Context: an optimization exercise on an open-source flow, tuned for small area and a short achievable clock period. The choices shown serve that exercise and are no tape-out recipe.
Function was checked by simulation only, so behaviour that the tests miss may differ from the original.

==> inputs of job 6329 <==
==> flow/design.v (excerpt) <==
module systolic_array_os #(
    DATA_WIDTH = 16,
    ACC_WIDTH = 64
    )(
    input logic clk,
    input logic rstn,
    input logic acc_en,
    input logic signed [DATA_WIDTH-1:0] data_0_i,
    input logic signed [DATA_WIDTH-1:0] data_1_i,
    input logic signed [DATA_WIDTH-1:0] data_2_i,
    input logic signed [DATA_WIDTH-1:0] data_3_i,
    input logic signed [DATA_WIDTH-1:0] weight_0_i,
    input logic signed [DATA_WIDTH-1:0] weight_1_i,
    input logic signed [DATA_WIDTH-1:0] weight_2_i,
    input logic signed [DATA_WIDTH-1:0] weight_3_i,
    output logic signed [ACC_WIDTH-1:0] acc_res_pe0_o,
    output logic signed [ACC_WIDTH-1:0] acc_res_pe1_o,
    output logic signed [ACC_WIDTH-1:0] acc_res_pe2_o,
    output logic signed [ACC_WIDTH-1:0] acc_res_pe3_o,
    output logic signed [ACC_WIDTH-1:0] acc_res_pe4_o,
    output logic signed [ACC_WIDTH-1:0] acc_res_pe5_o,
    output logic signed [ACC_WIDTH-1:0] acc_res_pe6_o,
    output logic signed [ACC_WIDTH-1:0] acc_res_pe7_o,
    output logic signed [ACC_WIDTH-1:0] acc_res_pe8_o,
    output logic signed [ACC_WIDTH-1:0] acc_res_pe9_o,
    output logic signed [ACC_WIDTH-1:0] acc_res_pe10_o,
    output logic signed [ACC_WIDTH-1:0] acc_res_pe11_o,
    output logic signed [ACC_WIDTH-1:0] acc_res_pe12_o,
    output logic signed [ACC_WIDTH-1:0] acc_res_pe13_o,
    output logic signed [ACC_WIDTH-1:0] acc_res_pe14_o,
    output logic signed [ACC_WIDTH-1:0] acc_res_pe15_o
    );
    logic v1, v2, v3;
    always_ff @(posedge clk or negedge rstn)
        if (!rstn) begin
            v1 <= 1'b0;
            v2 <= 1'b0;
            v3 <= 1'b0;
        end else if (acc_en) begin
            v1 <= 1'b1;
            v2 <= v1;
            v3 <= v2;
        end
    logic [3:0] gate;
  ...
==> flow/config.mk <==
export PLATFORM = sky130hd
export DESIGN_NAME = systolic_array_os
export DESIGN_NICKNAME = systolic_array_os
export VERILOG_FILES = /design/flow/design.v
export SDC_FILE = /design/flow/constraint.sdc
export NUM_CORES = 8
export LEC_CHECK = 0
export CAP_MARGIN = 20
export CORE_MARGIN = 2
export CORE_UTILIZATION = 40
export SETUP_SLACK_MARGIN = 4.0
export SLEW_MARGIN = 20
==> flow/constraint.sdc <==
create_clock -name core_clock -period 10.0 [get_ports {clk}]
set_input_delay 2.0000 -clock core_clock [delete_from_list [all_inputs] [get_ports {clk}]]
set_output_delay 2.0000 -clock core_clock [all_outputs]
set_load 0.01 [all_outputs]
standard.sh (not shown) runs the stock make flow with config.mk's settings and CLKGATE_MAP_FILE= SYNTH_SCRIPT=/design/flow/synth_recipe.tcl, a recipe that flattens the netlist after the stock synthesis.
==> flow/flow/run.sh <==
#!/bin/bash
# Layout flow: the standard flow (standard.sh) with these changes.
#  1. Synthesis maps the RTL's one-bit adder modules (fa_x, ha_x) straight
#     onto the library's full and half adder cells (fa_map.v), before Yosys's
#     "synth" runs, and skips the quick ABC pass inside "synth" (-noabc).
#     The compressor trees then come out exactly as the RTL writes them, and
#     extract_fa only looks for further full adders (-fa): the half adders
#     are all written out, and the ones it would find are parts of other
#     logic that it could only build with inverters around them.
#  3. Every input and output port still gets its own buffer, but a plain
#     buffer cell (BUF_CELL) rather than the delay buffer buffer_ports picks
#     by itself; timing repair resizes them as needed.
# Each tool's output goes to synth.log and layout.log here (and ORFS's own
# logs under orfs/logs).
set -euo pipefail
BUF_CELL=sky130_fd_sc_hd__buf_1
HERE=$PWD
cp flow/abc.script abc.script
cp flow/fa_map.v fa_map.v
{
  echo 'proc synth {args} {'
  echo '  if {[lsearch -exact $args ":fine"] >= 0 && ![info exists ::adders_mapped]} {'
  echo '    set ::adders_mapped 1'
  echo "    yosys techmap -map $HERE/fa_map.v"
  echo '  }'
  echo '  yosys synth -nofsm -noshare -noabc {*}$args'
  echo '}'
  echo 'proc extract_fa {args} { yosys extract_fa -fa {*}$args }'
  echo 'proc abc {args} {'
  echo '  set i [lsearch -exact $args -script]'
  echo "  if {\$i >= 0} { set args [lreplace \$args \$i [expr {\$i+1}] -script $HERE/abc.script] }"
  echo '  yosys abc {*}$args'
  echo '}'
  tail -n +2 synth_recipe.tcl
} > my_synth.tcl
head -1 synth_recipe.tcl | grep -q 'proc synth'
sed "s#SYNTH_SCRIPT=[^ ]*#SYNTH_SCRIPT=$HERE/my_synth.tcl#" standard.sh > my_standard.sh
grep -q 'my_synth.tcl' my_standard.sh
bash my_standard.sh synth > synth.log 2>&1
export BUFFER_PORTS_ARGS="-buffer_cell $BUF_CELL"
bash standard.sh > layout.log 2>&1
==> flow/flow/abc.script <==
strash
dch
map -D 1500
topo
stime -c
buffer -c
upsize -c
dnsize -c
==> flow/flow/fa_map.v <==
// Maps the RTL's one-bit adders (fa_x, ha_x) onto the library's adder cells.
module fa_x (input a, input b, input c, output s, output co);
  sky130_fd_sc_hd__fa_1 _TECHMAP_REPLACE_ (.A(a), .B(b), .CIN(c), .SUM(s), .COUT(co));
endmodule

module ha_x (input a, input b, output s, output co);
  sky130_fd_sc_hd__ha_1 _TECHMAP_REPLACE_ (.A(a), .B(b), .SUM(s), .COUT(co));
endmodule
==> job 8458 (differences from job 6329) <==
- CTS_CLUSTER_DIAMETER: not set -> 120
- CTS_CLUSTER_SIZE: not set -> 24
- SETUP_SLACK_MARGIN: 4.0 -> 4.5
==> impl_metrics.tcl <==
set metrics [dict create \
    multi_input_area_share_pct 61.35 \
    insertion_delay_ns 0.94 \
    cp_slowest_cell "xor2_1" \
    vias 129847 \
    hold_depth 0 \
    final_nets 20573 \
    fin_ws_ns 4.176 \
    status "finished clean" \
    antenna_found_initial 57 \
    grt_pass1_wl_mm 839.1 \
    dr_wl_met2_mm 256.7 \
]
-- figures above: job 6329

==> impl_metrics.tcl <==
set metrics [dict create \
    status "finished clean" \
    n_clock_buffer 122 \
    fin_crit_sh_pct 55.19 \
    grt_pass1_wl_mm 849.3 \
    multi_input_area_share_pct 62.18 \
    design.seq.count 1472 \
    antenna-diode-count 46 \
    insertion_delay_ns 0.93 \
    yosys.area_share.adder_pct 32.22 \
    final_nets 20823 \
    vias 131755 \
    hold_ws_ns 0.4971 \
    hold_depth 2 \
]
-- figures above: job 8458

==> what the ideal ports hide <==
How much do the figures lean on ideal ports? The routed layouts below were timed once more, with nothing changed but the port constraints. Step 1: set_driving_cell puts a clkbuf_16 on clk and a buf_2 on each other input, an assumption about the parent block. Step 2 times the ports against the registers' clock, not the clock port: input delays grow and output delays shrink by t, the midpoint of the rising clock arrivals with the driver on. Slacks: ideal ports / drivers / drivers and shift; pairs: ideal ports / drivers.
run	shift t [ns]	setup slack, ns	latest minus earliest clock arrival (ns)
job 6329	1.024	4.176 / 4.058 / 3.269	0.073 / 0.073
job 8458	1.019	4.481 / 4.385 / 3.523	0.091 / 0.092
After both steps setup and hold are still met in every run listed. For job 8458, which loses most, drivers alone change the setup slack by -0.096 ns; drivers and shift together by -0.958 ns.
